Context: an optimization exercise on an open-source flow, tuned for small area. The choices shown serve that exercise and are no tape-out recipe. At most, simulation tests tie the RTL to the original design; equivalence was not proved. The RTL of run 6 was laid out without a check of its function. No driver is modelled on the clock port, so clocking that relies on it looks cheaper here than on a real chip. No activity file was given, so power comes from the tool's default toggle rates.

### design/flow/design.v
module pong(clk, row, column, left, right, pause, reset, barra, bola);
	input clk;
	input [9:0] row, column;
	input right, left, pause, reset;
	output reg barra;
	output reg bola;
	reg innerClk;
	reg [19:0] innerCounter;
	reg [9:0] x;
	reg [9:0] y;
	reg [9:0] x1;
	reg [9:0] y1;
	reg [9:0] cont_aux;
	reg [9:0] cont_aux2;
	reg [9:0] colisao;
	reg [9:0] cont;
	always@(posedge clk)
		begin
			barra <= (row < x + 10  && row > x && column < y + 70 && column > y)? 1 : 0;
			bola <= (row < x1 + 12 && row > x1 && column < y1 + 12 && column > y1)? 1 : 0;		
		end
	always@(posedge clk)
	begin
		if(!reset)
		begin
			innerCounter <= 0;
			innerClk <= 0;
		end
		else
		begin
			innerCounter <= (innerCounter >= 255)? 0 : innerCounter + 1;
			innerClk <= (innerCounter == 254)? 1 : 0;
		end
	end
	always@(posedge clk)
	if(!reset || innerClk)
	begin
		if(reset)
		begin
			if(right == 0)
				y <= (y >= 565)? 565 : y + 1;
			if (left == 0)
				y <= (y <= 0)? 0 : y - 1;	
		end
		if(!reset)
		begin
			x <= 439;
			y <= 320;
		end
	end
		always@(posedge clk)
		if(!reset || innerClk)
		begin
			if(!reset)
			begin
				cont = 0;
				x1 <= 20;
				y1 <= 320;
				cont_aux = 0;
				colisao = 0;
			end
			if(reset)
			begin
				if(cont == 0)
				begin
					x1 <= x1 + 1;
				end
				if(x == x1 + 12 && y < y1 + 12 && y + 30 > y1)
				begin
					colisao = 1;
					cont_aux = 0;
					cont_aux2 = 0;
					cont = 1;
				end
				if(x == x1 + 12 && y + 35 > y1 && y1 + 12 > y + 30)
				begin
					colisao = 2;
					cont_aux = 0;
					cont_aux2 = 0;
					cont = 1;
				end
				if(x == x1 + 12 && y + 70 > y1 && y1 + 12 > y + 40)
				begin
					colisao = 3;
					cont_aux2 = 0;
					cont_aux = 0;
					cont = 1;
				end
				if(x == x1 + 12 && y + 40 > y1 && y1 + 12 > y + 35)
				begin
					colisao = 4;
					cont_aux = 0;
					cont_aux2 = 0;
					cont = 1;
				end
				if(colisao == 1)
				begin
					x1 <= x1 - 1;
					y1 <= y1 - 1;
					cont_aux = 0;
				end
				if(colisao == 2)
				begin				
					x1 <= x1 - 1;
					y1 <= y1 - 1;
					y1 <= y1 - 1;
					cont_aux = 0;
				end
				if(colisao == 3)
				begin	
					x1 <= x1 - 1;
					y1 <= y1 + 1;
					cont_aux = 0;
				end
				if(colisao == 4)
				begin
					x1 <= x1 - 1;
					y1 <= y1 + 1;
					y1 <= y1 + 1;		
					cont_aux = 0;
				end
				if(y1 == 630 && cont_aux == 0)
				begin
					cont_aux = 1;
					colisao = 0;
				end
				if(cont_aux == 1)
				begin
					x1 <= x1 - 1;
					y1 <= y1 - 1;
				end
				if(x1 == 0 && cont_aux == 1)
				begin
					cont_aux = 2;
				end
				if(cont_aux == 2)
				begin
					x1 <= x1 + 1;
					y1 <= y1 - 1;
					colisao = 0;
				end
				if(y1 == 0 && cont_aux == 2)
				begin
					cont_aux = 3;
				end
				if(cont_aux == 3)
				begin
					x1 <= x1 + 1;
					y1 <= y1 + 1;
				end
				if(y1 == 0 && cont_aux == 0 && colisao != 2)
				begin
					colisao = 0;
					cont_aux = 4;
				end 
				if(cont_aux == 4)
				begin
					x1 <= x1 - 1;
					y1 <= y1 + 1;
				end
				if(x1 == 0 && cont_aux == 4)
				begin
					cont_aux = 5;
				end
				if(cont_aux == 5)
				begin
					x1 <= x1 + 1;
					y1 <= y1 + 1;
				end 
				if(y1 == 630 && cont_aux == 5)
				begin
					cont_aux = 6;
				end
				if(cont_aux == 6)
				begin
					x1 <= x1 + 1;
					y1 <= y1 - 1;
				end
				if(cont_aux == 0 && x1 == 0 && colisao == 3)
				begin
					colisao = 0;
					cont_aux = 8;
				end
				if(cont_aux == 8)
				begin
					x1 <= x1 + 1;
					y1 <= y1 + 1;
				end
				if(cont_aux == 8 && y1 == 630)
				begin
					cont_aux = 9;
				end
				if(cont_aux == 9)
				begin
					x1 <= x1 + 1;
					y1 <= y1 - 1;
				end
				if(cont_aux == 0 && x1 == 0 && colisao == 1)
				begin
					colisao = 0;
					cont_aux = 10;
				end
				if(cont_aux == 10)
				begin
					x1 <= x1 + 1;
					y1 <= y1 - 1;
				end
				if(y1 == 0 && cont_aux == 10)
				begin
					cont_aux = 11;
				end	
				if(cont_aux == 11)
				begin
					x1 <= x1 + 1;
					y1 <= y1 + 1;
				end
				if(colisao == 4 && x1 <= 0 && cont_aux == 0)
				begin
					colisao = 0;
					cont_aux = 16;
				end
				if(cont_aux == 16)
				begin
					x1 <= x1 + 1;
					y1 <= y1 + 1;
				end
				if(cont_aux == 16 && y1 == 630)
				begin
					cont_aux = 17;
				end
				if(cont_aux == 17)
				begin
					x1 <= x1 + 1;
					y1 <= y1 - 1;
				end
				if(colisao == 4 && y1 >= 630 && cont_aux == 0)
				begin
					colisao = 0;
					cont_aux = 18;
				end
				if(cont_aux == 18)
				begin
					x1 <= x1 - 1;
					y1 <= y1 - 1;
				end
				if(cont_aux == 18 && x1 == 0)
				begin
					cont_aux = 19;
				end
				if(cont_aux == 19)
				begin
					x1 <= x1 + 1;
					y1 <= y1 - 1;
				end
				if(cont_aux == 19 && y1 <= 0)
				begin
					cont_aux = 25;
				end
				if(cont_aux == 25)
				begin
					x1 <= x1 + 1;
					y1 <= y1 + 1;
				end
				if(colisao == 2 && x1 <= 0 && cont_aux == 0)
				begin
					colisao = 0;
					cont_aux = 20;
				end
				if(cont_aux == 20)
				begin
					x1 <= x1 + 1;
					y1 <= y1 - 1;
				end
				if(cont_aux == 20 && y1 <= 0)
				begin
					cont_aux = 21;
				end
				if(cont_aux == 21)
				begin
					x1 <= x1 + 1;
					y1 <= y1 + 1;
				end
				if(colisao == 2 && y1 <= 0 && cont_aux == 0)
				begin
					colisao = 0;
					cont_aux = 22;
				end
				if(cont_aux == 22)
				begin
					x1 <=  x1 - 1;
					y1 <=  y1 + 1;
				end
				if(cont_aux == 22 && x1 <= 0)
				begin
					cont_aux = 23;
				end
				if(cont_aux == 23)
				begin
					x1 <= x1 + 1;
					y1 <= y1 + 1;
				end
				if(cont_aux == 23 && y1 >= 630)
				begin
					cont_aux = 24;
				end
				if(cont_aux == 24)
				begin
					x1 <= x1 + 1;
					y1 <= y1 - 1;
				end
				if(x1 >= 460 || x1 < 0)
				begin
					cont = 0;
					y1 <= 320;
					x1 <= 20;
					cont_aux = 0;
					colisao = 0;
				end
			end	
		end
endmodule 
### design/flow/run.sh
#!/bin/bash
# synth_recipe.tcl (not shown) runs the flow's synth.tcl, then flattens the netlist and writes it again
# the make line also repeats each setting of config.mk as NAME=value (left out here)
make -C /OpenROAD-flow-scripts/flow DESIGN_CONFIG=/design/flow/config.mk WORK_HOME=/design/flow/orfs CLKGATE_MAP_FILE= SYNTH_SCRIPT=/design/flow/synth_recipe.tcl finish
### design/flow/config.mk
export PLATFORM = sky130hd
export DESIGN_NAME = pong
export DESIGN_NICKNAME = pong
export VERILOG_FILES = /design/flow/design.v
export SDC_FILE = /design/flow/constraint.sdc
export NUM_CORES = 4
export LEC_CHECK = 0
export CAP_MARGIN = 20
export CORE_MARGIN = 2
export CORE_UTILIZATION = 40
export PLACE_DENSITY = 0.6
export SLEW_MARGIN = 20
### design/flow/constraint.sdc
create_clock -name core_clock -period 10.0 [get_ports {clk}]
set_input_delay 2.0000 -clock core_clock [delete_from_list [all_inputs] [get_ports {clk}]]
set_output_delay 2.0000 -clock core_clock [all_outputs]
set_load 0.01 [all_outputs]
==> results of run 1 <==
-- stage by stage --
step	total power [mW]	setup WS (ns)	std cells	cell area (um^2)	utilization, %
global placement	1.039	1.263	1911	12650	42.55
CTS	1.436	1.215	1927	12960	43.61
floorplan	0.8818	2.807	1546	12120	-
global route	1.531	0.4566	1927	12960	43.61
detailed placement	1.049	1.242	1911	12650	42.55
finish	1.447	0.8635	1927	12960	43.61
-- worst paths after layout --
kind | startpoint | depth (start not counted) | slack [ns] | end
max | y1[3] | 24 | 0.86 | y1[8]
min | innerCounter[0] | 1 | 0.50 | innerCounter[0]
max reg2reg | y1[3] | 24 | 0.86 | y1[8]
min reg2reg | innerCounter[0] | 1 | 0.50 | innerCounter[0]
-- registers in the layout, indices dropped and copies added, names as in the netlist --
signal and count:
barra 1, bola 1, colisao 10, cont 10, cont_aux 10, innerClk 1
innerCounter 20, x1 10, y 10, y1 10
-- routing by layer --
metal | part of all wire [%] | vias to the layer above
li1 | - | 5784
met1 | 46 | 5798
met2 | 42 | 553
met3 | 8.9 | 72
met4 | 2.1 | 2
met5 | 0.031 | -
-- synth_stat cells, types with 6 or more instances --
cell type,instances
a211o_1,9
a21o_1,20
xor2_1,9
o22ai_1,16
nand4_1,33
edfxtp_1,60
o31ai_1,7
nor2_1,123
a31o_2,8
a31oi_1,20
a21oi_1,117
dfxtp_1,23
nand3_1,60
a21boi_0,7
o21a_1,14
nand2_1,117
or4_1,7
a22oi_1,8
nor4_1,27
inv_1,84
o211ai_1,20
or3_1,23
clkbuf_1,27
or2_2,6
nand2b_1,21
nor2b_1,23
nor3_1,47
o2111ai_1,6
buf_2,23
nand4b_1,6
and2_1,17
xnor2_1,69
and3_1,37
clkinv_1,6
o21ai_0,73
nor3b_1,7
mux2i_1,7
ha_1,157
a211oi_1,24
o21ai_1,11
-- where the power goes --
group,internal (mW),total [mW],switching [mW]
Clock,0.202,0.386,0.184
Combinational,0.245,0.632,0.387
Sequential,0.392,0.429,0.0375
Total,0.838,1.45,0.608
-- final cells by class --
| cell class | instances | area share [%] |
|---|---|---|
| clock buffer | 9 | 1.738 |
| clock inverter | 7 | 0.6759 |
| inverter | 92 | 2.665 |
| multi-input combinational | 1308 | 71.01 |
| sequential | 83 | 17.46 |
| tap | 390 | 3.766 |
| timing repair buffer | 38 | 2.684 |
-- worst reg2reg max path, delay by kind of cell, from the launching register on --
| family | cells | cell delay [ns] |
|---|---|---|
| multiplexers | 1 | 0.37 |
| flip-flops | 1 | 0.55 |
| AND/OR/NAND/NOR | 6 | 1.73 |
| AO/OA/AOI/OAI | 12 | 4.12 |
| adder cells (fa/ha/maj) | 2 | 0.81 |
| buffers and inverters | 2 | 0.56 |
| XOR/XNOR | 1 | 0.69 |
-- cell families after synthesis --
family                     count (synthesis)  synth area share (%)
xor gates and xnor gates                  80                 5.925
buffers and inverters                    155                 5.489
AOI/OAI and AO/OA                        460                 26.90
and+or+nand+nor                          590                 25.87
muxes                                      9                0.7975
adders and majority gates                157                 16.26
other                                      1               0.03104
DFF                                       83                 18.73
==> flow_summary.yaml, run 1 <==
yosys:
  ys.flop_type: "edfxtp_1"
  synth_top_area_cell: "ha_1"
  netlist_area_um2: 12080
  async_flop_share_pct: 0
  ys_seq_area_share_pct: 18.73
  synth-edff-count: 60
  ys_warn_count: 1
  ys_ff_latch: 83
  synthDistinctLibCells: 116
  syn_inst: 1535
  synth_top_area_share_pct: 16.26
  avgSynthCellArea_um2: 7.870
  synth_top_cells_by_area: "ha_1, edfxtp_1, xnor2_1"
clock_tree:
  tritoncts: "done"
  postCtsSetupRepairBufs: 0
  clock-root-buffer: "clkbuf_16"
  cts_buffer_depth: 2
  htreeDepth: 3
  cts_hold_buf: 0
  cts_sinks: 83
  clkTransAtPathRegs_ns: 0.08
  clk_latency_ns: 0.39
  cts_buffers: 9
  ctsResizeCount: 0
routing:
  route.detailed.drc: 0
  viasPerCell: 6.336
  wl_per_cell_um: 21.47
  ant_nets: 0
  drt_first_pass_iters: 6
  vias: 12210
  wl_um: 41380
  drt_iter0_markers: 1336
min_path:
  min_path_type: "flip-flop to flip-flop"
run_status:
  status: "timing/DRC/antenna clean"
global_routing:
  grt_pass1_wl_um: 65030
  grt_util_met1_pct: 38.60
  grtUsageMet2_pct: 39.37
  use_met3_pct: 4.627
  grt_pass1_vias: 11350
  gr-total-overflow: 0
  grtUsageTotal_pct: 26.40
  antenna_found_initial: 1
  grt_max_degree: 51
  busiest_layer: "met2"
worst_setup_path:
  cpLargestDelayFamily: "compound AO/OA/AOI/OAI gates"
  crit_top_cell: "o21ai_0"
  crit_path_start_kind: "flip-flop"
  worstPathMaxFanout: 18
  crit_type: "flip-flop to flip-flop"
  end_kind: "flip-flop"
  max_stage_delay_ns: 0.82
  cp_cell_sequence: "inv_1, ha_1, or3_1, xnor2_1, inv_1, ha_1, a21o_1, nand2_1, and4_1, o22ai_1, o22ai_1, o21ai_1, nand2b_1, o211ai_2, o21ai_0, or3b_1, o21a_1, mux2i_1, o21ai_0, and4_1, a32o_1, a32oi_2, o211a_1, o21ai_0"
  crit_slowest_cell: "a32oi_2"
  cp_data_required_time_ns: 10.08
  cp_data_arrival_time_ns: 9.21
  path_buf_inv: 2
sta:
  tns_ns: 0
  worst_pin_slew_ns: 1.037
  whs_ns: 0.5038
  fmax_mhz: 109.5
  max_slew_margin_pct: 30.90
  timing_hold_violations_final: 0
  finalWorstPathRequiredPeriod_ns: 9.137
  finalCritPeriodShare_pct: 91.37
  finClkSkew_ns: 0.02758
  finalSetupViolCount: 0
  rsz0062_at_grt: "no"
  slew_violations: 0
layout:
  multi_input_area_um2: 9203
  mostFrequentLayoutCells: "ha_1, nor2_1, a21oi_1, nand2_1, inv_1"
  area.sequential_um2: 2262
  synthToLayoutAreaGrowth_pct: 7.271
  layout_commonest_cell: "ha_1"
  diodes: 0
  final_nets: 1714
  layout-drive-gt1-share_pct: 6.181
  fillers: 2991
placement:
  port_buffers: 25
  hpwlAfterDp_um: 31650
  routabilityCongestion: 0.9847
pwr:
  power.density_nw_per_um2: 111.7
  vdd.ir_drop.worst_mv: 0.1050
  leakage_nw: 5.182
die:
  die_w_um: 177.8
  rows: 63
  core_region_area_um2: 29720
  die-height_um: 177.8
  dieArea_um2: 31610
  pin_count: 27
  start_util_pct: 40.65
flow_run:
  drv_cap: 0
==> inputs of run 2 (changes only) <==
==> design/flow/design.v (replaced) <==
module pong(clk, row, column, left, right, pause, reset, barra, bola);
	input clk;
	input [9:0] row, column;
	input right, left, pause, reset;
	output reg barra;
	output reg bola;
	reg [7:0] lf;
	wire lz = ~|lf[6:0];
	wire tick = lz & ~lf[7];
	wire fb = lf[7] ^ lf[5] ^ lf[4] ^ lf[3] ^ lz;
	reg [9:0] y;
	reg [8:0] x1;
	reg [9:0] y1;
	reg srv, dxn, dyn;
	function [10:0] sub10(input [9:0] a, input [9:0] b);
		integer i;
		reg c;
		begin
			c = 1'b1;
			for (i = 0; i < 10; i = i + 1) begin
				sub10[i] = a[i] ^ ~b[i] ^ c;
				c = (a[i] & ~b[i]) | (a[i] & c) | (~b[i] & c);
			end
			sub10[10] = ~c;
		end
	endfunction
	function [9:0] step10(input [9:0] v, input d);
		integer i;
		reg c;
		begin
			c = 1'b1;
			for (i = 0; i < 10; i = i + 1) begin
				step10[i] = v[i] ^ c;
				c = c & (v[i] ^ d);
			end
		end
	endfunction
	wire [10:0] dpc = sub10(column, y);
	wire [10:0] dbr = sub10(row, {1'b0, x1});
	wire [10:0] dbc = sub10(column, y1);
	wire prow = (row[9:3] == 7'd55) | (row == 10'd448);
	wire pcol = (dpc[10:7] == 4'd0) & (dpc[6:0] != 7'd0) &
		(~dpc[6] | (dpc[5:3] == 3'd0 & ~(dpc[2] & dpc[1])));
	wire brow = (dbr[10:4] == 7'd0) & (dbr[3:0] != 4'd0) & ~(dbr[3] & dbr[2]);
	wire bcol = (dbc[10:4] == 7'd0) & (dbc[3:0] != 4'd0) & ~(dbc[3] & dbc[2]);
	always @(posedge clk) begin
		barra <= prow & pcol;
		bola <= brow & bcol;
	end
	wire [10:0] f = sub10(y1, y);
	wire fneg = (f[10:4] == 7'h7f) & (f[3:0] >= 4'd5);
	wire fpos = (f[10:7] == 4'd0) & (~f[6] | (f[5:3] == 3'd0 & ~(f[2] & f[1])));
	wire hit = (x1 == 9'd427) & (fneg | fpos);
	wire hup = fpos & (f[6] | f[5] | (f[4] & f[3]));
	wire x0 = (x1 == 9'd0);
	wire y0 = (y1 == 10'd0);
	wire y630 = (y1 == 10'd630);
	wire out = (x1 == 9'd460);
	reg ndx, ndy;
	always @(*) begin
		ndx = dxn;
		ndy = dyn;
		if (dxn && x0) ndx = 1'b0;
		if (dyn && y0) ndy = 1'b0;
		if (!dyn && y630) ndy = 1'b1;
		if (hit) begin
			ndx = 1'b1;
			ndy = !hup;
		end
	end
	wire ydn = !left;
	wire ymove = ydn ? (y != 10'd0) : (!right && y != 10'd565);
	wire [9:0] yn = step10(y, ydn);
	wire xd = (srv && !hit) ? 1'b0 : ndx;
	wire [9:0] x1n = step10({1'b0, x1}, xd);
	wire [9:0] y1n = step10(y1, ndy);
	always @(posedge clk) begin
		if (!reset) begin
			lf <= 8'd1;
			y <= 10'd320;
			x1 <= 9'd20;
			y1 <= 10'd320;
			srv <= 1'b1;
			dxn <= 1'b0;
			dyn <= 1'b0;
		end else begin
			lf <= {lf[6:0], fb};
			if (tick) begin
				if (ymove)
					y <= yn;
				if (out) begin
					x1 <= 9'd20;
					y1 <= 10'd320;
					srv <= 1'b1;
				end else begin
					x1 <= x1n[8:0];
					if (!srv || hit) begin
						srv <= 1'b0;
						dxn <= ndx;
						dyn <= ndy;
						y1 <= y1n;
					end
				end
			end
		end
	end
endmodule
==> flow_summary.yaml, run 2 <==
yosys:
  synth_top_area_share_pct: 24.31
  yosysMostFrequentCell: "inv_1"
  syn_inst: 398
  synth_top_area_cell: "dfxtp_1"
  ys_seq_area_share_pct: 24.31
  synth_top_cells_by_area: "dfxtp_1, fa_1, inv_1"
  synth-edff-count: 0
  synthTopCellsByCount: "inv_1, dfxtp_1, fa_1"
  netlist_area_um2: 3458
  ys_ff_latch: 42
  ys_warn_count: 1
  ys.flop_type: "dfxtp_1"
  synthDistinctLibCells: 63
  avgSynthCellArea_um2: 8.689
  async_flop_share_pct: 0
pwr:
  switching_share_pct: 32.72
  p_switching_mw: 0.1306
  vdd.ir_drop.worst_mv: 0.04626
  power.density_nw_per_um2: 102.7
  leakage_nw: 1.563
  pwr-share-seq_pct: 44.7
  comb_power_share_pct: 25.5
  p_int_mw: 0.2684
  clkPwrFrac_pct: 29.8
  p_total_mw: 0.3990
placement:
  port_buffers: 25
  place_ws_ns: 3.151
  hpwlAfterDp_um: 6317
  place_area_um2: 3784
  routabilityCongestion: 0.8454
global_routing:
  grt_max_degree: 19
  grtUsageTotal_pct: 17.98
  grt_pass1_vias: 2926
  antenna_found_initial: 0
  gr-total-overflow: 0
  grt_pass1_wl_um: 13900
clock_tree:
  tritoncts: "done"
  clock-root-buffer: "clkbuf_8"
  ctsResizeCount: 0
  clk_latency_ns: 0.31
  cts_buffers: 5
  cts_buffer_depth: 2
  postCtsSetupRepairBufs: 0
  cts_sinks: 42
  clkTransAtPathRegs_ns: 0.09
  htreeDepth: 2
  cts_hold_buf: 0
layout:
  diodes: 0
  reg.largest.list: "y1 x10, y x10, x1 x9"
  layout-drive-gt1-share_pct: 5.024
  finalInstanceArea_um2: 3884
  synthToLayoutAreaGrowth_pct: 12.30
  final_nets: 482
  layout_commonest_cell: "inv_1"
  mostFrequentLayoutCells: "inv_1, dfxtp_1, fa_1"
routing:
  drt_iter0_markers: 216
  wl_um: 8155
  viasPerCell: 5.551
  wl_met2_um: 3651
  route.detailed.drc: 0
  drt_first_pass_iters: 4
  wl_met1_um: 3955
  topRoutingLayerUsed: "met4"
  wl_per_cell_um: 15.59
  route.met3.wl_um: 393
  ant_nets: 0
  vias: 2903
sta:
  worst_pin_slew_ns: 0.9806
  tns_ns: 0
  whs_ns: 0.4666
  rsz0062_at_grt: "no"
  finalWorstPathRequiredPeriod_ns: 6.915
  timing_hold_violations_final: 0
  finalCritPeriodShare_pct: 69.15
  slew_violations: 0
  finClkSkew_ns: 0.01192
  finalSetupViolCount: 0
  max_slew_margin_pct: 34.07
  fmax_mhz: 144.6
  fin_ws_ns: 3.085
worst_setup_path:
  cp_cell_sequence: "inv_1, ha_1, inv_1, fa_1, fa_1, fa_1, fa_1, fa_1, fa_1, fa_1, fa_1, inv_1, fa_1, nand4b_1, o31ai_1, a21oi_4, or4_1, a211o_1, o22ai_1"
  max_stage_delay_ns: 0.85
  end_kind: "flip-flop"
  cp_data_required_time_ns: 10.24
  crit_slowest_cell: "o31ai_1"
  crit_path_start_kind: "flip-flop"
  cp_data_arrival_time_ns: 7.15
  path_buf_inv: 3
  cpLargestDelayFamily: "adder cells"
  crit_top_cell: "fa_1"
  crit_type: "flip-flop to flip-flop"
  worstPathMaxFanout: 16
min_path:
  min_path_type: "flip-flop to flip-flop"
die:
  start_util_pct: 41.67
  die-height_um: 96.98
  pin_count: 27
  rows: 33
  core_region_area_um2: 8299
  die_w_um: 96.98
  dieArea_um2: 9405
flow_run:
  drv_cap: 0
run_status:
  status: "timing/DRC/antenna clean"
==> run 2: cells by family (layout without fill, tap and decap cells) <==
| family | count (synthesis) | after routing | share of synthesized area [%] |
|---|---|---|---|
| AOI/OAI and AO/OA | 70 | 70 | 14.51 |
| xor gates and xnor gates | 19 | 19 | 4.812 |
| adders and majority gates | 40 | 40 | 22.07 |
| buffers and inverters | 64 | 84 | 7.489 |
| DFF | 42 | 42 | 24.31 |
| muxes | 10 | 10 | 2.931 |
| and+or+nand+nor | 153 | 153 | 23.88 |
==> run 2: worst paths after layout <==
check                            from     to  slack, ns  cells past startpoint
worst max-delay path            y1[0]  y1[4]       3.08                     19
worst min register to register  lf[6]  lf[7]       0.47                      1
worst max register to register  y1[0]  y1[4]       3.08                     19
worst min-delay path            lf[6]  lf[7]       0.47                      1
==> run 2: power groups by stage <==
stage | Sequential (mW) | Clock [mW] | Combinational (mW)
detailed placement | 0.182 | 0 | 0.100
floorplan | 0.179 | 0 | 0.0732
global placement | 0.182 | 0 | 0.0972
global route | 0.180 | 0.129 | 0.116
CTS | 0.179 | 0.122 | 0.101
finish | 0.178 | 0.119 | 0.102
==> run 2: final cells by class <==
| cell class | count | area (um^2) |
|---|---|---|
| tap | 105 | 131.4 |
| clock buffer | 5 | 68.82 |
| timing repair buffer | 28 | 272.8 |
| inverter | 48 | 180.2 |
| fill | 807 | 4415 |
| sequential | 42 | 840.8 |
| clock inverter | 3 | 25.02 |
| multi-input combinational | 292 | 2365 |
==> run 2: metal layers <==
metal	GRT usage, %	vias up
met4	5.850	0
met3	3.613	8
met5	0	-
li1	-	1422
met2	28.53	81
met1	24.65	1392
==> run 2: stage by stage <==
| step | utilization (%) | cells |
|---|---|---|
| after global placement | 45.59 | 515 |
| after floorplan | - | 398 |
| final | 46.80 | 523 |
| after CTS | 46.72 | 523 |
| after detailed placement | 45.59 | 515 |
| after global routing | 46.80 | 523 |
==> run 2: worst register-to-register path, cell delays in order, from the launching register on <==
cell,delay (ns)
dfxtp_1,0.48
inv_1,0.18
ha_1,0.16
inv_1,0.05
fa_1,0.37
fa_1,0.39
fa_1,0.39
fa_1,0.39
fa_1,0.41
fa_1,0.42
fa_1,0.40
fa_1,0.37
inv_1,0.08
fa_1,0.41
nand4b_1,0.21
o31ai_1,0.85
a21oi_4,0.28
or4_1,0.57
a211o_1,0.31
o22ai_1,0.14
==> inputs of run 3 (changes only) <==
==> design/flow/design.v (replaced) <==
module pong(clk, row, column, left, right, pause, reset, barra, bola);
	input clk;
	input [9:0] row, column;
	input right, left, pause, reset;
	output reg barra;
	output reg bola;
	reg [7:0] lf;
	wire lz = ~|lf[6:0];
	wire tick = lz & ~lf[7];
	wire fb = lf[7] ^ lf[5] ^ lf[4] ^ lf[3] ^ lz;
	reg [9:0] yc;
	reg [8:0] x1c;
	reg [9:0] y1c;
	reg srv, dxn, dyn;
	function [10:0] add10(input [9:0] a, input [9:0] b);
		integer i;
		reg c;
		begin
			c = 1'b0;
			for (i = 0; i < 10; i = i + 1) begin
				add10[i] = a[i] ^ b[i] ^ c;
				c = (a[i] & b[i]) | (a[i] & c) | (b[i] & c);
			end
			add10[10] = c;
		end
	endfunction
	function [9:0] step10(input [9:0] v, input d, input e);
		integer i;
		reg c;
		begin
			c = e;
			for (i = 0; i < 10; i = i + 1) begin
				step10[i] = v[i] ^ c;
				c = c & (v[i] ^ d);
			end
		end
	endfunction
	wire [10:0] spc = add10(column, yc);
	wire [10:0] sbr = add10(row, {1'b1, x1c});
	wire [10:0] sbc = add10(column, y1c);
	wire prow = (row[9:3] == 7'd55) | (row == 10'd448);
	wire pcol = spc[10] & (spc[9:7] == 3'd0) &
		(~spc[6] | (spc[5:3] == 3'd0 & ~(spc[2] & (spc[1] | spc[0]))));
	wire brow = sbr[10] & (sbr[9:4] == 6'd0) & ~(sbr[3] & (sbr[2] | (sbr[1] & sbr[0])));
	wire bcol = sbc[10] & (sbc[9:4] == 6'd0) & ~(sbc[3] & (sbc[2] | (sbc[1] & sbc[0])));
	always @(posedge clk) begin
		barra <= prow & pcol;
		bola <= brow & bcol;
	end
	wire [10:0] h = add10(~y1c, yc);
	wire fneg = ~h[10] & (h[9:4] == 6'h3f) & (h[3] | h[2]);
	wire fpos = h[10] & (h[9:7] == 3'd0) & (~h[6] | (h[5:3] == 3'd0 & ~(h[2] & (h[1] | h[0]))));
	wire hit = (x1c == ~9'd427) & (fneg | fpos);
	wire hup = fpos & (h[6] | h[5] | (h[4] & (h[3] | (h[2] & h[1] & h[0]))));
	wire x0 = (x1c == 9'h1ff);
	wire y0 = (y1c == 10'h3ff);
	wire y630 = (y1c == ~10'd630);
	wire out = (x1c == ~9'd460);
	reg ndx, ndy;
	always @(*) begin
		ndx = dxn;
		ndy = dyn;
		if (dxn && x0) ndx = 1'b0;
		if (dyn && y0) ndy = 1'b0;
		if (!dyn && y630) ndy = 1'b1;
		if (hit) begin
			ndx = 1'b1;
			ndy = !hup;
		end
	end
	wire ydn = !left;
	wire ymove = tick & (ydn ? (yc != 10'h3ff) : (!right && yc != ~10'd565));
	wire [9:0] ycn = step10(yc, !ydn, ymove);
	wire diag = !srv || hit;
	wire [9:0] x1cn = step10({1'b1, x1c}, !(diag ? ndx : 1'b0), tick);
	wire [9:0] y1cn = step10(y1c, !ndy, tick & diag);
	wire ld = !reset | (tick & out);
	always @(posedge clk) begin
		lf <= reset ? {lf[6:0], fb} : 8'd1;
		yc <= reset ? ycn : ~10'd320;
		x1c <= ld ? ~9'd20 : x1cn[8:0];
		y1c <= ld ? ~10'd320 : y1cn;
		if (ld) begin
			srv <= 1'b1;
		end else if (tick && diag) begin
			srv <= 1'b0;
			dxn <= ndx;
			dyn <= ndy;
		end
	end
endmodule
==> flow_summary.yaml, run 3 <==
run_status:
  status: "timing/DRC/antenna clean"
yosys:
  synth_top_area_cell: "dfxtp_1"
  synth-edff-count: 2
  synth_top_area_share_pct: 24.48
  ys_seq_area_share_pct: 26.32
  ys_warn_count: 1
  synthDistinctLibCells: 62
  ys_ff_latch: 42
  syn_inst: 355
  netlist_area_um2: 3271
  avgSynthCellArea_um2: 9.213
  synth_top_cells_by_area: "dfxtp_1, fa_1, xnor2_1"
  async_flop_share_pct: 0
  ys.flop_type: "dfxtp_1"
  synthTopCellsByCount: "dfxtp_1, nand2_1, fa_1"
  yosysMostFrequentCell: "dfxtp_1"
clock_tree:
  clock-root-buffer: "clkbuf_8"
  clk_latency_ns: 0.29
  cts_sinks: 42
  cts_buffer_depth: 2
  cts_hold_buf: 0
  htreeDepth: 2
  postCtsSetupRepairBufs: 0
  cts_buffers: 5
  ctsResizeCount: 0
  clkTransAtPathRegs_ns: 0.08
  tritoncts: "done"
worst_setup_path:
  end_kind: "flip-flop"
  crit_type: "flip-flop to flip-flop"
  crit_slowest_cell: "o2bb2ai_1"
  worstPathMaxFanout: 11
  cp_data_required_time_ns: 10.15
  cpLargestDelayFamily: "adder cells"
  cp_cell_sequence: "inv_1, ha_1, fa_1, fa_1, fa_1, fa_1, fa_1, fa_1, fa_1, inv_1, fa_1, inv_1, fa_1, nor4bb_1, nand4_1, o22a_1, a211o_1, o2bb2ai_1, and3_1, o21ai_1"
  path_buf_inv: 3
  cp_data_arrival_time_ns: 6.97
  crit_path_start_kind: "flip-flop"
  max_stage_delay_ns: 0.65
  crit_top_cell: "fa_1"
die:
  die_w_um: 94.43
  pin_count: 27
  dieArea_um2: 8916
  start_util_pct: 41.89
  rows: 32
  core_region_area_um2: 7807
  die-height_um: 94.43
placement:
  port_buffers: 25
  dp.cells: 470
  routabilityCongestion: 0.8183
  place_ws_ns: 3.011
  hpwlAfterDp_um: 5780
routing:
  drt_iter0_markers: 120
  route.detailed.drc: 0
  drt_first_pass_iters: 4
  ant_nets: 0
  wl_per_cell_um: 15.60
  wl_um: 7458
  vias: 2584
  viasPerCell: 5.406
sta:
  tns_ns: 0
  slew_violations: 0
  worst_pin_slew_ns: 0.8366
  whs_ns: 0.4667
  finalWorstPathRequiredPeriod_ns: 6.818
  max_slew_margin_pct: 44.23
  finalSetupViolCount: 0
  timing_hold_violations_final: 0
  fin_ws_ns: 3.182
  rsz0062_at_grt: "no"
  finalCritPeriodShare_pct: 68.18
  fmax_mhz: 146.7
  finClkSkew_ns: 0.009068
global_routing:
  gr-total-overflow: 0
  grt_pass1_wl_um: 12610
  grt_pass1_vias: 2601
  grtUsageTotal_pct: 18.20
  antenna_found_initial: 0
  grt_max_degree: 22
min_path:
  min_path_type: "flip-flop to flip-flop"
layout:
  final_cell_count_no_fill: 478
  fillers: 769
  multi_input_area_um2: 2250
  synthToLayoutAreaGrowth_pct: 12.89
  area.sequential_um2: 860.8
  layout-drive-gt1-share_pct: 5.851
  reg.largest.list: "y1c x10, yc x10, x1c x9"
  layout_commonest_cell: "dfxtp_1"
  mostFrequentLayoutCells: "dfxtp_1, nand2_1, fa_1"
  diodes: 0
  final_nets: 440
pwr:
  vdd.ir_drop.worst_mv: 0.07963
  leakage_nw: 1.390
  power.density_nw_per_um2: 96.76
flow_run:
  drv_cap: 0
[run 3: worst paths after layout]
check | start | endpoint | slack, ns | depth (start not counted)
hold / removal | lf[2] | lf[3] | 0.47 | 1
hold reg to reg | lf[2] | lf[3] | 0.47 | 1
setup reg to reg | y1c[0] | y1c[5] | 3.18 | 20
setup / recovery | y1c[0] | y1c[5] | 3.18 | 20
[run 3: layer usage]
metal	track usage, %	wire [um]	vias to the layer above
met5	0	0	-
met4	3.382	39	0
met3	2.713	188	2
met2	32.02	3650	36
met1	23.99	3579	1255
li1	-	-	1291
[run 3: cell type report]
type	count	share of cell area, %
Clock buffer	6	2.237
Tap cell	102	3.456
Timing Repair Buffer	26	6.981
Inverter	27	2.745
Sequential cell	42	23.31
Clock inverter	2	0.3389
Multi-Input combinational cell	273	60.93
[run 3: power breakdown]
| group | switching [mW] | internal, mW | total (mW) |
|---|---|---|---|
| sequential | 0.00714 | 0.172 | 0.179 |
| combinational | 0.0305 | 0.0303 | 0.0608 |
| clock | 0.0617 | 0.0556 | 0.117 |
| total | 0.0993 | 0.258 | 0.357 |
[run 3: kinds of logic (layout without fill, tap and decap cells)]
group	count (synthesis)	in the layout	share of synthesized area [%]
XOR/XNOR	22	22	5.891
multiplexers	6	6	1.875
adder cells (fa/ha/maj)	40	40	23.34
buffers and inverters	40	61	4.897
flip-flops	42	42	26.32
AND/OR/NAND/NOR	137	137	22.57
AO/OA/AOI/OAI	68	68	15.11
[run 3: stage by stage]
| step | power [mW] | instance area (um^2) | util (%) |
|---|---|---|---|
| 2_1_floorplan | 0.2200 | 3271 | - |
| 3_3_place_gp | 0.2426 | 3597 | 46.07 |
| 3_5_place_dp | 0.2445 | 3597 | 46.07 |
| 4_1_cts | 0.3627 | 3692 | 47.29 |
| 5_1_grt | 0.3796 | 3692 | 47.29 |
| 6_report | 0.3573 | 3692 | 47.29 |
==> inputs of run 4 (changes only) <==
==> design/flow/flow/run.sh (new file) <==
#!/bin/bash
# Layout flow: the standard flow (standard.sh) with three changes:
#  - synthesis maps the logic with ABC for area (dch + amap) instead of
#    ORFS's delay script; everything else in synthesis is unchanged, so the
#    registers are those of the standard synthesis;
#  - the port buffers are the smallest buffer, buf_1;
#  - clock tree synthesis settings from flow/cts_args.
# The make output goes to flow.log here; ORFS's own logs are under orfs/logs.
set -euo pipefail
W=$(pwd)
F=$W/flow
sed 's|  log_cmd abc {\*}\$abc_args|  log_cmd abc -script '"$F"'/area.abc {*}[lrange $abc_args 2 end]|' \
	"$FLOW_HOME/scripts/synth.tcl" > "$W/synth_area.tcl"
grep -q 'area.abc' "$W/synth_area.tcl"
sed "s|source \$::env(SCRIPTS_DIR)/synth.tcl|source $W/synth_area.tcl|" \
	"$W/synth_recipe.tcl" > "$W/synth_recipe_area.tcl"
grep -q 'synth_area.tcl' "$W/synth_recipe_area.tcl"
CTS="$(cat "$F/cts_args")"
bash "$W/standard.sh" "SYNTH_SCRIPT=$W/synth_recipe_area.tcl" \
	"BUFFER_PORTS_ARGS=-buffer_cell sky130_fd_sc_hd__buf_1" \
	"CTS_ARGS=$CTS" finish > "$W/flow.log" 2>&1
==> design/flow/flow/area.abc (new file) <==
strash
dch -f
amap
topo
==> design/flow/flow/cts_args (new file) <==
-sink_clustering_enable -repair_clock_nets -dont_use_dummy_load -buf_list sky130_fd_sc_hd__clkbuf_4 -root_buf sky130_fd_sc_hd__clkbuf_4 -sink_clustering_size 8
==> design/flow/standard.sh (new file) <==
#!/bin/bash
# synth_recipe.tcl (not shown) runs the flow's synth.tcl, then flattens the netlist and writes it again
# the make line also repeats each setting of config.mk as NAME=value (left out here)
make -C /OpenROAD-flow-scripts/flow DESIGN_CONFIG=/design/flow/config.mk WORK_HOME=/design/flow/orfs CLKGATE_MAP_FILE= SYNTH_SCRIPT=/design/flow/synth_recipe.tcl "${@:-finish}"
--- a/design/flow/config.mk
+++ b/design/flow/config.mk
@@ -7,6 +7,6 @@
 export LEC_CHECK = 0
 export CAP_MARGIN = 20
 export CORE_MARGIN = 2
-export CORE_UTILIZATION = 40
-export PLACE_DENSITY = 0.6
+export CORE_UTILIZATION = 65
+export PLACE_DENSITY = 0.75
 export SLEW_MARGIN = 20
removed: design/flow/run.sh
==> flow_summary.yaml, run 4 <==
routing:
  wl_met2_um: 2877
  drt_iter0_markers: 195
  route.detailed.drc: 0
  wl_um: 6312
  ant_nets: 0
  route.met3.wl_um: 632
  vias: 2445
  wl_met1_um: 2746
  wl_per_cell_um: 16.02
  drt_first_pass_iters: 4
  viasPerCell: 6.206
  topRoutingLayerUsed: "met4"
global_routing:
  grtUsageTotal_pct: 28.12
  grt_pass1_wl_um: 10980
  grt_pass1_vias: 2344
  grt_max_degree: 15
  antenna_found_initial: 0
  gr-total-overflow: 0
yosys:
  synthMuxAreaShare_pct: 0
  ys_seq_area_share_pct: 29.85
  synth_xor_area_share_pct: 0
  synth_top_area_cell: "dfxtp_1"
  synthDistinctLibCells: 33
  syn_inst: 309
  yosysMostFrequentCell: "clkinv_1"
  ys.flop_type: "dfxtp_1"
  synth_top_cells_by_area: "dfxtp_1, fa_1, o221ai_1"
  synth_top_family_by_area: "adder cells"
  synth_compound_area_share_pct: 22.86
  ys_ff_latch: 42
  ys_warn_count: 1
  yosys.area_share.simple_pct: 10.93
  post_synth_fa_ha_maj_area_fraction_pct: 26.46
  synth-edff-count: 2
  netlist_area_um2: 2884
  avgSynthCellArea_um2: 9.333
  async_flop_share_pct: 0
  synth_top_area_share_pct: 27.77
  synthTopCellsByCount: "clkinv_1, dfxtp_1, o221ai_1"
worst_setup_path:
  cp_data_required_time_ns: 10.28
  max_stage_delay_ns: 0.78
  cp_data_arrival_time_ns: 9.11
  end_kind: "flip-flop"
  crit_slowest_cell: "a2111oi_1"
  crit_top_cell: "clkinv_1"
  crit_path_start_kind: "flip-flop"
  worstPathMaxFanout: 9
  crit_type: "flip-flop to flip-flop"
layout:
  fillers: 349
  layout_commonest_cell: "clkinv_1"
  final_nets: 409
  mostFrequentLayoutCells: "clkinv_1, dfxtp_1, o221ai_1"
  reg.largest.list: "y1c x10, yc x10, x1c x9"
  diodes: 0
  synthToLayoutAreaGrowth_pct: 7.896
  layout-drive-gt1-share_pct: 2.632
die:
  rows: 24
  dieArea_um2: 4986
  pin_count: 27
  die-height_um: 70.61
  start_util_pct: 66.70
  core_region_area_um2: 4324
  die_w_um: 70.61
sta:
  max_slew_margin_pct: 47.98
  rsz0062_at_grt: "no"
  finalWorstPathRequiredPeriod_ns: 8.827
  whs_ns: 0.4521
  worst_pin_slew_ns: 0.7784
  tns_ns: 0
  finalCritPeriodShare_pct: 88.27
  finalSetupViolCount: 0
  timing_hold_violations_final: 0
  fmax_mhz: 113.3
  finClkSkew_ns: 0.01931
  slew_violations: 0
pwr:
  p_total_mw: 0.2962
  leakage_nw: 1.014
  vdd.ir_drop.worst_mv: 0.08446
  power.density_nw_per_um2: 95.19
placement:
  port_buffers: 25
  hpwlAfterDp_um: 5202
  routabilityCongestion: 0.9046
clock_tree:
  clock-root-buffer: "clkbuf_4"
  cts_hold_buf: 0
  cts_sinks: 42
  cts_buffer_depth: 2
  cts_buffers: 5
  ctsResizeCount: 0
  htreeDepth: 2
  clkTransAtPathRegs_ns: 0.12
  clk_latency_ns: 0.34
  postCtsSetupRepairBufs: 0
  tritoncts: "done"
run_status:
  status: "timing/DRC/antenna clean"
min_path:
  min_path_type: "flip-flop to flip-flop"
flow_run:
  drv_cap: 0
run 4: cell types whose count changed after synthesis, moves of 8 or more:
cell and delta:
clkinv_1 +76, o221ai_1 +37, clkbuf_1 -8, nand2_1 -24, inv_1 -26, xnor2_1 -18
and2_1 -9, nand3_1 -12
run 4: final timing paths:
kind	start	end	slack, ns	depth (start not counted)
worst max register to register	y1c[0]	x1c[8]	1.17	36
worst max-delay path	y1c[0]	x1c[8]	1.17	36
worst min-delay path	lf[3]	lf[4]	0.45	2
worst min register to register	lf[3]	lf[4]	0.45	2
run 4: layout make-up:
type / count / area (um^2) / share of cell area, %
Clock buffer: 5 / 37.54 / 1.206
Inverter: 76 / 285.3 / 9.168
Multi-Input combinational cell: 191 / 1747 / 56.13
Sequential cell: 42 / 860.8 / 27.66
Tap cell: 52 / 65.06 / 2.091
Timing Repair Buffer: 28 / 116.4 / 3.739
run 4: routing by layer:
metal,track usage (%),vias up
met3,5.556,6
li1,-,1197
met2,43.50,99
met4,6.709,0
met5,0,-
met1,41.64,1143
run 4: worst max-delay path: cells and delay by family (launching register included):
family          cells  cell delay (ns)
compound gates     12             2.19
simple gates        3             0.94
buf+inv            11             1.60
fa+ha+maj          10             3.57
flops               1             0.46
run 4: through the flow:
step / instance area, um^2 / std cells / worst slack, ns / util (%)
after floorplan: 2884 / 309 / 1.830 / -
after global placement: 3073 / 389 / 1.237 / 71.06
after global routing: 3112 / 394 / 0.3989 / 71.96
final: 3112 / 394 / 1.173 / 71.96
after detailed placement: 3073 / 389 / 1.102 / 71.06
after CTS: 3110 / 394 / 1.043 / 71.93
run 4: cells by family (layout without fill, tap and decap cells):
family,Yosys count,in the layout
buffers and inverters,76,109
adders and majority gates,40,40
AOI/OAI and AO/OA,87,87
DFF,42,42
and+or+nand+nor,64,64
run 4: where the power goes:
part,internal [mW],leakage [nW],switching [mW]
clock,0.0236,0.0230,0.0504
combinational,0.0190,0.655,0.0267
sequential,0.172,0.336,0.00467
total,0.214,1.01,0.0818
==> inputs of run 5 (changes only) <==
==> design/flow/flow/cts_args (replaced) <==
-sink_clustering_enable -repair_clock_nets -dont_use_dummy_load -buf_list sky130_fd_sc_hd__clkbuf_8 -root_buf sky130_fd_sc_hd__clkbuf_8
--- a/design/flow/config.mk
+++ b/design/flow/config.mk
@@ -7,6 +7,6 @@
 export LEC_CHECK = 0
 export CAP_MARGIN = 20
 export CORE_MARGIN = 2
-export CORE_UTILIZATION = 65
-export PLACE_DENSITY = 0.75
+export CORE_UTILIZATION = 40
+export PLACE_DENSITY = 0.6
 export SLEW_MARGIN = 20
==> flow_summary.yaml, run 5 <==
placement:
  port_buffers: 25
  place_area_um2: 3113
  routabilityCongestion: 0.8797
  hpwlAfterDp_um: 5376
yosys:
  netlist_area_um2: 2884
  synthDistinctLibCells: 33
  synth_top_area_cell: "dfxtp_1"
  ys_warn_count: 1
  syn_inst: 309
  post_synth_fa_ha_maj_area_fraction_pct: 26.46
  avgSynthCellArea_um2: 9.333
  synth_xor_area_share_pct: 0
  synth_top_area_share_pct: 27.77
  ys_seq_area_share_pct: 29.85
  synthTopCellsByCount: "clkinv_1, dfxtp_1, o221ai_1"
  synth_compound_area_share_pct: 22.86
  synth-edff-count: 2
  synth_top_family_by_area: "adder cells"
  ys.flop_type: "dfxtp_1"
  synthMuxAreaShare_pct: 0
  async_flop_share_pct: 0
  ys_ff_latch: 42
  yosys.area_share.simple_pct: 10.93
  synth_top_cells_by_area: "dfxtp_1, fa_1, o221ai_1"
  yosysMostFrequentCell: "clkinv_1"
sta:
  finalSetupViolCount: 0
  fmax_mhz: 111.6
  timing_hold_violations_final: 0
  finClkSkew_ns: 0.03502
  rsz0062_at_grt: "no"
  max_slew_margin_pct: 37.59
  tns_ns: 0
  finalCritPeriodShare_pct: 89.64
  slew_violations: 0
  finalWorstPathRequiredPeriod_ns: 8.964
  worst_pin_slew_ns: 0.9260
die:
  die_w_um: 88.91
  rows: 30
  pin_count: 27
  dieArea_um2: 7905
  core_region_area_um2: 6869
  start_util_pct: 41.99
  die-height_um: 88.91
routing:
  route.detailed.drc: 0
  vias: 2388
  wl_per_cell_um: 15.23
  drt_first_pass_iters: 4
  wl_um: 6641
  ant_nets: 0
  drt_iter0_markers: 163
  viasPerCell: 5.477
flow_run:
  drv_cap: 0
worst_setup_path:
  cp_data_required_time_ns: 10.24
  crit_top_cell: "clkinv_1"
  worstPathMaxFanout: 9
  cpLargestDelayFamily: "adder cells"
  cp_data_arrival_time_ns: 9.20
  crit_path_start_kind: "flip-flop"
  path_buf_inv: 11
  max_stage_delay_ns: 0.77
  end_kind: "flip-flop"
  crit_type: "flip-flop to flip-flop"
  crit_slowest_cell: "a2111oi_1"
layout:
  layout_commonest_cell: "clkinv_1"
  synthToLayoutAreaGrowth_pct: 10.37
  mostFrequentLayoutCells: "clkinv_1, dfxtp_1, o221ai_1"
  layout-drive-gt1-share_pct: 2.059
  diodes: 0
  finalInstanceArea_um2: 3183
  final_nets: 407
  reg.largest.list: "y1c x10, yc x10, x1c x9"
clock_tree:
  ctsResizeCount: 0
  clk_latency_ns: 0.30
  cts_sinks: 42
  tritoncts: "done"
  clkTransAtPathRegs_ns: 0.10
  clock-root-buffer: "clkbuf_8"
  htreeDepth: 2
  cts_hold_buf: 0
  postCtsSetupRepairBufs: 0
  cts_buffers: 5
  cts_buffer_depth: 2
global_routing:
  antenna_found_initial: 0
  use_met3_pct: 3.324
  grt_max_degree: 15
  grtUsageTotal_pct: 18.55
  grt_util_met1_pct: 26.86
  grtUsageMet2_pct: 29.24
  grt_pass1_wl_um: 11120
  grt_pass1_vias: 2270
  busiest_layer: "met2"
  gr-total-overflow: 0
run_status:
  status: "timing/DRC/antenna clean"
pwr:
  vdd.ir_drop.worst_mv: 0.06492
  leakage_nw: 1.016
  power.density_nw_per_um2: 101.2
min_path:
  min_path_type: "flip-flop to flip-flop"
==> run 5: cell counts after synthesis <==
Identical to the previous run, type by type.
==> run 5: worst register-to-register path: cells and delay by family (launching register included) <==
kind | cells | cell delay [ns]
flip-flops | 1 | 0.45
adder cells (fa/ha/maj) | 10 | 3.54
AO/OA/AOI/OAI | 12 | 2.30
AND/OR/NAND/NOR | 3 | 0.97
buffers and inverters | 11 | 1.62
==> run 5: final cells by class <==
cell class	instances	area (um^2)
inverters	76	285.3
repair buffers	26	101.3
multi-input cells	191	1747
well taps	96	120.1
flip-flops and latches	42	860.8
fillers	674	3686
clock buffers	5	68.82
==> run 5: kinds of logic (layout without fill, tap and decap cells) <==
kind of cell / Yosys count / in the layout
adders and majority gates: 40 / 40
AOI/OAI and AO/OA: 87 / 87
DFF: 42 / 42
and+or+nand+nor: 64 / 64
buffers and inverters: 76 / 107
==> run 5: final timing paths <==
path,start,to,slack (ns),cells past startpoint
setup / recovery,y1c[0],x1c[8],1.04,36
hold / removal,lf[3],lf[4],0.45,2
setup reg to reg,y1c[0],x1c[8],1.04,36
hold reg to reg,lf[3],lf[4],0.45,2
==> run 5: where the power goes <==
part | leakage [nW] | switching, mW | total, mW | internal [mW]
clock network | 0.0359 | 0.0543 | 0.0994 | 0.0451
logic | 0.645 | 0.0275 | 0.0462 | 0.0187
registers | 0.336 | 0.00476 | 0.177 | 0.172
==> run 5: metal layers <==
metal / routed length [um] / up-vias
li1: - / 1186
met1: 3279 / 1119
met2: 2961 / 75
met3: 326 / 8
met4: 74 / 0
met5: 0 / -
==> run 5: per-stage QoR <==
stage	setup WS, ns	total power [mW]	hold slack, ns	util [%]	std cells
floorplan	1.830	0.2083	0.4121	-	309
global placement	1.247	0.2258	0.4380	45.32	431
detailed placement	0.9326	0.2271	0.4415	45.32	431
CTS	0.8793	0.3266	0.4524	46.32	436
global route	0.2715	0.3406	0.4661	46.34	436
finish	1.036	0.3220	0.4524	46.34	436
==> inputs of run 6 (changes only) <==
--- a/design/flow/design.v
+++ b/design/flow/design.v
@@ -50,12 +50,12 @@
 	wire [10:0] h = add10(~y1c, yc);
 	wire fneg = ~h[10] & (h[9:4] == 6'h3f) & (h[3] | h[2]);
 	wire fpos = h[10] & (h[9:7] == 3'd0) & (~h[6] | (h[5:3] == 3'd0 & ~(h[2] & (h[1] | h[0]))));
-	wire hit = (x1c == ~9'd427) & (fneg | fpos);
+	wire hit = ~x1c[8] & ~x1c[7] & ~x1c[5] & x1c[4] & ~x1c[3] & x1c[2] & ~x1c[1] & ~x1c[0] & (fneg | fpos);
 	wire hup = fpos & (h[6] | h[5] | (h[4] & (h[3] | (h[2] & h[1] & h[0]))));
 	wire x0 = (x1c == 9'h1ff);
 	wire y0 = (y1c == 10'h3ff);
 	wire y630 = (y1c == ~10'd630);
-	wire out = (x1c == ~9'd460);
+	wire out = ~x1c[8] & ~x1c[7] & ~x1c[6] & ~x1c[3] & ~x1c[2];
 	reg ndx, ndy;
 	always @(*) begin
 		ndx = dxn;
@@ -69,7 +69,8 @@
 		end
 	end
 	wire ydn = !left;
-	wire ymove = tick & (ydn ? (yc != 10'h3ff) : (!right && yc != ~10'd565));
+	wire ymax = ~yc[9] & ~yc[5] & ~yc[4] & ~yc[2] & ~yc[0];
+	wire ymove = tick & (ydn ? (yc != 10'h3ff) : (!right && !ymax));
 	wire [9:0] ycn = step10(yc, !ydn, ymove);
 	wire diag = !srv || hit;
 	wire [9:0] x1cn = step10({1'b1, x1c}, !(diag ? ndx : 1'b0), tick);
==> design/flow/flow/run.sh (replaced) <==
#!/bin/bash
# Layout flow: the standard flow (standard.sh) with these changes:
#  - synthesis maps the logic with ABC for area (dch + amap) instead of
#    ORFS's delay script; everything else in synthesis is unchanged, so the
#    registers are those of the standard synthesis;
#  - the port buffers are the smallest buffer, buf_1;
#  - the clock tree is built of clkbuf_4, and flow/post_cts.tcl upsizes
#    to clkbuf_8 the buffers whose clock pins would see too high a slew.
# The make output goes to flow.log here; ORFS's own logs are under orfs/logs.
set -euo pipefail
W=$(pwd)
F=$W/flow
sed 's|  log_cmd abc {\*}\$abc_args|  log_cmd abc -script '"$F"'/area.abc {*}[lrange $abc_args 2 end]|' \
	"$FLOW_HOME/scripts/synth.tcl" > "$W/synth_area.tcl"
grep -q 'area.abc' "$W/synth_area.tcl"
sed "s|source \$::env(SCRIPTS_DIR)/synth.tcl|source $W/synth_area.tcl|" \
	"$W/synth_recipe.tcl" > "$W/synth_recipe_area.tcl"
grep -q 'synth_area.tcl' "$W/synth_recipe_area.tcl"
bash "$W/standard.sh" "SYNTH_SCRIPT=$W/synth_recipe_area.tcl" \
	"BUFFER_PORTS_ARGS=-buffer_cell sky130_fd_sc_hd__buf_1" \
	"CTS_ARGS=-sink_clustering_enable -repair_clock_nets -dont_use_dummy_load -buf_list sky130_fd_sc_hd__clkbuf_4 -root_buf sky130_fd_sc_hd__clkbuf_4" \
	"POST_CTS_TCL=$F/post_cts.tcl" finish > "$W/flow.log" 2>&1
==> design/flow/flow/post_cts.tcl (new file) <==
estimate_parasitics -placement
set resized 0
foreach inst [get_cells *] {
  if { ![string match "*clkbuf_4" [get_property $inst ref_name]] } { continue }
  set out [get_pins -of_objects $inst -filter "direction==output"]
  set worst 0.0
  foreach p [get_pins -of_objects [get_nets -of_objects $out] -filter "direction==input"] {
    set s [get_property $p slew_max]
    if { $s > $worst } { set worst $s }
  }
  if { $worst > 0.100 } {
    replace_cell $inst sky130_fd_sc_hd__clkbuf_8
    incr resized
    puts "post_cts: [get_full_name $inst] worst sink slew $worst ns, now clkbuf_8"
  }
}
puts "post_cts: resized $resized clock buffers"
if { $resized > 0 } {
  detailed_placement
  check_placement -verbose
  estimate_parasitics -placement
}
removed: design/flow/flow/cts_args
==> flow_summary.yaml, run 6 <==
run_status:
  status: "timing/DRC/antenna clean"
min_path:
  min_path_type: "flip-flop to flip-flop"
layout:
  final_cell_count_no_fill: 437
  layout-drive-gt1-share_pct: 2.639
  finalInstanceArea_um2: 3177
  diodes: 0
  postLayoutCoreUtil_pct: 46.25
  mostFrequentLayoutCells: "clkinv_1, dfxtp_1, o221ai_1"
  final_nets: 408
  layout_commonest_cell: "clkinv_1"
  reg.largest.list: "y1c x10, yc x10, x1c x9"
  synthToLayoutAreaGrowth_pct: 10.68
yosys:
  synthDistinctLibCells: 31
  avgSynthCellArea_um2: 9.349
  synth_top_cells_by_area: "dfxtp_1, fa_1, o221ai_1"
  ys_ff_latch: 42
  synth_top_area_cell: "dfxtp_1"
  yosysMostFrequentCell: "clkinv_1"
  netlist_area_um2: 2870
  async_flop_share_pct: 0
  synth_top_area_share_pct: 27.90
  synthTopCellsByCount: "clkinv_1, dfxtp_1, o221ai_1"
  ys.flop_type: "dfxtp_1"
  ys_warn_count: 1
  syn_inst: 307
  synth-edff-count: 2
  ys_seq_area_share_pct: 29.99
routing:
  drt_iter0_markers: 185
  wl_per_cell_um: 14.78
  ant_nets: 0
  viasPerCell: 5.487
  wl_um: 6458
  vias: 2398
  drt_first_pass_iters: 4
  route.detailed.drc: 0
worst_setup_path:
  crit_slowest_cell: "nor2_1"
  cp_data_arrival_time_ns: 8.75
  end_kind: "flip-flop"
  crit_top_cell: "clkinv_1"
  worstPathMaxFanout: 9
  cpLargestDelayFamily: "adder cells"
  crit_type: "flip-flop to flip-flop"
  path_buf_inv: 12
  max_stage_delay_ns: 0.49
  cp_data_required_time_ns: 10.27
  crit_path_start_kind: "flip-flop"
die:
  die_w_um: 88.71
  pin_count: 27
  dieArea_um2: 7869
  core_region_area_um2: 6869
  rows: 30
  die-height_um: 88.71
  start_util_pct: 41.79
sta:
  whs_ns: 0.4500
  rsz0062_at_grt: "no"
  finalWorstPathRequiredPeriod_ns: 8.481
  slew_violations: 0
  fin_ws_ns: 1.519
  max_slew_margin_pct: 46.29
  worst_pin_slew_ns: 0.7956
  finalSetupViolCount: 0
  tns_ns: 0
  fmax_mhz: 117.9
  finalCritPeriodShare_pct: 84.81
  finClkSkew_ns: 0.01196
  timing_hold_violations_final: 0
pwr:
  leakage_nw: 1.018
  p_total_mw: 0.3204
  vdd.ir_drop.worst_mv: 0.04365
  power.density_nw_per_um2: 100.9
clock_tree:
  clk_latency_ns: 0.34
  clkTransAtPathRegs_ns: 0.08
  tritoncts: "done"
  cts_sinks: 42
global_routing:
  antenna_found_initial: 0
  grt_pass1_wl_um: 10810
  grtUsageTotal_pct: 18.04
  grt_pass1_vias: 2255
  grt_max_degree: 16
  gr-total-overflow: 0
placement:
  routabilityCongestion: 0.8801
  dp.cells: 432
  place_ws_ns: 1.590
  hpwlAfterDp_um: 5213
  port_buffers: 25
  place_area_um2: 3114
flow_run:
  drv_cap: 0
-- run 6: cell count changes after synthesis, moves of 2 or more --
| cell | before | now |
|---|---|---|
| nand3_1 | 2 | 0 |
| o311ai_0 | 0 | 2 |
| nor4_1 | 6 | 8 |
| nor2_1 | 24 | 19 |
| o2111ai_1 | 2 | 0 |
| a31oi_1 | 1 | 5 |
| nand2_1 | 12 | 8 |
| o41ai_1 | 2 | 0 |
| nor3_1 | 5 | 10 |
-- run 6: path summary, 6_finish.rpt --
check	end	startpoint	cells past startpoint	slack, ns
worst max-delay path	x1c[8]	y1c[0]	39	1.52
worst min-delay path	lf[4]	lf[3]	2	0.45
worst max register to register	x1c[8]	y1c[0]	39	1.52
worst min register to register	lf[4]	lf[3]	2	0.45
-- run 6: logic make-up (layout without fill, tap and decap cells) --
kind of cell             Yosys count  count (layout)  synth area share (%)
AO/OA/AOI/OAI                     86              86                 22.23
buffers and inverters             77             111                 10.07
AND/OR/NAND/NOR                   62              62                 11.12
flip-flops                        42              42                 29.99
adder cells (fa/ha/maj)           40              40                 26.59
-- run 6: cell type report --
type                       instances  area [um^2]
timing repair buffer              29        123.9
inverter                          77        289.0
clock buffer                       5        62.56
multi-input combinational        188         1720
sequential                        42        860.8
fill                             693         3692
tap                               96        120.1
-- run 6: where the power goes --
group,internal [mW],switching (mW),total [mW]
registers,0.172,0.00545,0.177
clock network,0.0406,0.0554,0.0960
logic,0.0196,0.0276,0.0472
-- run 6: worst reg2reg max path: cells and delay by family (launching register included) --
kind                     cells  cell delay (ns)
AO/OA/AOI/OAI               13             1.58
buffers and inverters       12             1.82
flip-flops                   1             0.46
adder cells (fa/ha/maj)     10             3.47
AND/OR/NAND/NOR              4             1.10
-- run 6: metal layers --
layer	up-vias	GRT usage, %	share of wire [%]
li1	1180	-	-
met1	1156	25.35	48
met2	57	28.97	46
met3	5	3.451	5.1
met4	0	3.994	0.96
met5	-	0	0
==> inputs of run 7 (changes only) <==
--- a/design/flow/design.v
+++ b/design/flow/design.v
@@ -24,6 +24,18 @@
 			add10[10] = c;
 		end
 	endfunction
+	function [9:0] add9(input [8:0] a, input [8:0] b);
+		integer i;
+		reg c;
+		begin
+			c = 1'b0;
+			for (i = 0; i < 9; i = i + 1) begin
+				add9[i] = a[i] ^ b[i] ^ c;
+				c = (a[i] & b[i]) | (a[i] & c) | (b[i] & c);
+			end
+			add9[9] = c;
+		end
+	endfunction
 	function [9:0] step10(input [9:0] v, input d, input e);
 		integer i;
 		reg c;
@@ -36,12 +48,12 @@
 		end
 	endfunction
 	wire [10:0] spc = add10(column, yc);
-	wire [10:0] sbr = add10(row, {1'b1, x1c});
+	wire [9:0] sbr = add9(row[8:0], x1c);
 	wire [10:0] sbc = add10(column, y1c);
 	wire prow = (row[9:3] == 7'd55) | (row == 10'd448);
 	wire pcol = spc[10] & (spc[9:7] == 3'd0) &
 		(~spc[6] | (spc[5:3] == 3'd0 & ~(spc[2] & (spc[1] | spc[0]))));
-	wire brow = sbr[10] & (sbr[9:4] == 6'd0) & ~(sbr[3] & (sbr[2] | (sbr[1] & sbr[0])));
+	wire brow = ~row[9] & sbr[9] & (sbr[8:4] == 5'd0) & ~(sbr[3] & (sbr[2] | (sbr[1] & sbr[0])));
 	wire bcol = sbc[10] & (sbc[9:4] == 6'd0) & ~(sbc[3] & (sbc[2] | (sbc[1] & sbc[0])));
 	always @(posedge clk) begin
 		barra <= prow & pcol;
--- a/design/flow/config.mk
+++ b/design/flow/config.mk
@@ -8,5 +8,6 @@
 export CAP_MARGIN = 20
 export CORE_MARGIN = 2
 export CORE_UTILIZATION = 40
+export GPL_TIMING_DRIVEN = 0
 export PLACE_DENSITY = 0.6
 export SLEW_MARGIN = 20
==> flow_summary.yaml, run 7 <==
layout:
  fillers: 673
  diodes: 0
  finalInstanceArea_um2: 3142
  mostFrequentLayoutCells: "clkinv_1, dfxtp_1, fa_1"
  synthToLayoutAreaGrowth_pct: 9.794
  final_cell_count_no_fill: 436
  reg.largest.list: "y1c x10, yc x10, x1c x9"
  postLayoutCoreUtil_pct: 45.74
  layout_commonest_cell: "clkinv_1"
  layout-drive-gt1-share_pct: 2.059
  final_nets: 406
routing:
  drt_iter0_markers: 140
  viasPerCell: 5.461
  wl_met2_um: 3030
  drt_first_pass_iters: 4
  ant_nets: 0
  vias: 2381
  wl_met1_um: 3162
  topRoutingLayerUsed: "met4"
  route.met3.wl_um: 224
  wl_per_cell_um: 14.94
  wl_um: 6514
  route.detailed.drc: 0
global_routing:
  grt_max_degree: 17
  grtUsageTotal_pct: 18.57
  gr-total-overflow: 0
  grt_pass1_wl_um: 11030
  grt_pass1_vias: 2282
  antenna_found_initial: 0
die:
  pin_count: 27
  rows: 30
  start_util_pct: 41.66
  dieArea_um2: 7846
  core_region_area_um2: 6869
  die_w_um: 88.58
  die-height_um: 88.58
min_path:
  hold_depth: 2
  min_path_type: "flip-flop to flip-flop"
yosys:
  synth_xor_area_share_pct: 0
  ys_warn_count: 1
  synthTopCellsByCount: "clkinv_1, dfxtp_1, fa_1"
  ys_seq_area_share_pct: 30.08
  avgSynthCellArea_um2: 9.231
  synth-edff-count: 2
  ys.flop_type: "dfxtp_1"
  async_flop_share_pct: 0
  yosys.area_share.simple_pct: 11.24
  synth_top_area_cell: "dfxtp_1"
  synth_top_family_by_area: "adder cells"
  post_synth_fa_ha_maj_area_fraction_pct: 26.24
  netlist_area_um2: 2861
  syn_inst: 310
  synthDistinctLibCells: 30
  yosysMostFrequentCell: "clkinv_1"
  ys_ff_latch: 42
  synth_top_cells_by_area: "dfxtp_1, fa_1, clkinv_1"
  synth_top_area_share_pct: 27.98
  synth_compound_area_share_pct: 22.34
  synthMuxAreaShare_pct: 0
placement:
  place_area_um2: 3079
  hpwlAfterDp_um: 5294
  dp.cells: 431
  port_buffers: 25
  routabilityCongestion: 0.9153
  place_ws_ns: 0.7148
pwr:
  p_total_mw: 0.3172
  p_int_mw: 0.2286
  power.density_nw_per_um2: 101.0
  leakage_nw: 0.9995
  p_switching_mw: 0.08855
  clkPwrFrac_pct: 28.6
  switching_share_pct: 27.92
  vdd.ir_drop.worst_mv: 0.04803
  comb_power_share_pct: 15.9
  pwr-share-seq_pct: 55.6
worst_setup_path:
  crit_path_start_kind: "flip-flop"
  r2r_cells: 38
  crit_type: "flip-flop to flip-flop"
  cp_data_required_time_ns: 10.23
  end_kind: "flip-flop"
  crit_top_cell: "clkinv_1"
  worstPathMaxFanout: 10
  cp_data_arrival_time_ns: 9.16
  max_stage_delay_ns: 0.46
  crit_slowest_cell: "clkinv_1"
clock_tree:
  clk_latency_ns: 0.33
  tritoncts: "done"
  clkTransAtPathRegs_ns: 0.08
  cts_sinks: 42
sta:
  fmax_mhz: 112.0
  tns_ns: 0
  finalCritPeriodShare_pct: 89.28
  finClkSkew_ns: 0.009764
  finalWorstPathRequiredPeriod_ns: 8.928
  rsz0062_at_grt: "no"
  fin_ws_ns: 1.072
  finalSetupViolCount: 0
  timing_hold_violations_final: 0
  worst_pin_slew_ns: 0.7468
  slew_violations: 0
  whs_ns: 0.4400
  max_slew_margin_pct: 50.21
flow_run:
  drv_cap: 0
run_status:
  status: "timing/DRC/antenna clean"
[run 7: cell type report]
class                           count  area, um^2  area share (%)
Multi-Input combinational cell    191        1722           54.80
Sequential cell                    42       860.8           27.40
Inverter                           77       289.0           9.200
Tap cell                           96       120.1           3.823
Timing Repair Buffer               25       93.84           2.987
Clock buffer                        5       56.30           1.792
[run 7: cells by family (layout without fill, tap and decap cells)]
logic type | count (synthesis) | count (layout)
compound gates | 89 | 89
buf+inv | 77 | 107
simple gates | 63 | 63
flops | 42 | 42
fa+ha+maj | 39 | 39
[run 7: final timing paths]
path | slack [ns] | start | to
max | 1.07 | y1c[0] | y1c[8]
min | 0.44 | lf[3] | lf[4]
max reg2reg | 1.07 | y1c[0] | y1c[8]
min reg2reg | 0.44 | lf[3] | lf[4]
[run 7: critical path, delay by kind of cell (launching register included)]
family,cells,cell delay (ns)
AND/OR/NAND/NOR,3,0.78
flip-flops,1,0.41
AO/OA/AOI/OAI,13,2.34
buffers and inverters,12,1.81
adder cells (fa/ha/maj),10,3.48
[run 7: power by group through the flow]
stage	combinational, mW	clock (mW)	sequential (mW)
2_1_floorplan	0.0316	0	0.179
3_3_place_gp	0.0486	0	0.180
3_5_place_dp	0.0505	0	0.180
5_1_grt	0.0593	0.101	0.177
6_report	0.0503	0.0906	0.176
[run 7: routing by layer]
metal	vias up	GRT usage [%]
li1	1191	-
met1	1138	25.68
met2	46	29.53
met3	6	3.172
met4	0	6.474
met5	-	0

==> port drivers added, routing unchanged <==
In the flow no input, the clock included, has a driving cell. The finished layouts below were timed again as built, in two steps. Step 1: set_driving_cell puts a clkbuf_16 on clk and a buf_2 on each other input, an assumption about the parent block. Step 2, shift: input delay + t, output delay - t, t = (earliest + latest rising clock arrival at the registers) / 2. This alone moves slack from input paths to output paths. Three values: no drivers, after step 1, after step 2; two values: the first two.
run | shift t [ns] | setup slack, ns | worst setup path at the end | slew at the worst register clock pin (ns) | cell pins on the clock port's net
run 1 | 0.424 | 0.863 / 0.863 / 0.863 | register to register | 0.10 / 0.10 | 1
run 2 | 0.340 | 3.085 / 3.085 / 3.085 | register to register | 0.10 / 0.10 | 1
run 3 | 0.322 | 3.182 / 3.182 / 2.975 | input to register | 0.09 / 0.09 | 1
run 4 | 0.360 | 1.173 / 1.173 / 1.173 | register to register | 0.12 / 0.12 | 1
run 5 | 0.312 | 1.036 / 1.036 / 1.036 | register to register | 0.10 / 0.10 | 1
run 6 | 0.356 | 1.519 / 1.519 / 1.519 | register to register | 0.08 / 0.08 | 1
run 7 | 0.355 | 1.072 / 1.072 / 1.072 | register to register | 0.08 / 0.08 | 1
After both steps every run listed still meets setup and hold. The setup slack of run 3, which loses most, moves by 0.000 ns with the drivers and by -0.207 ns with both steps.
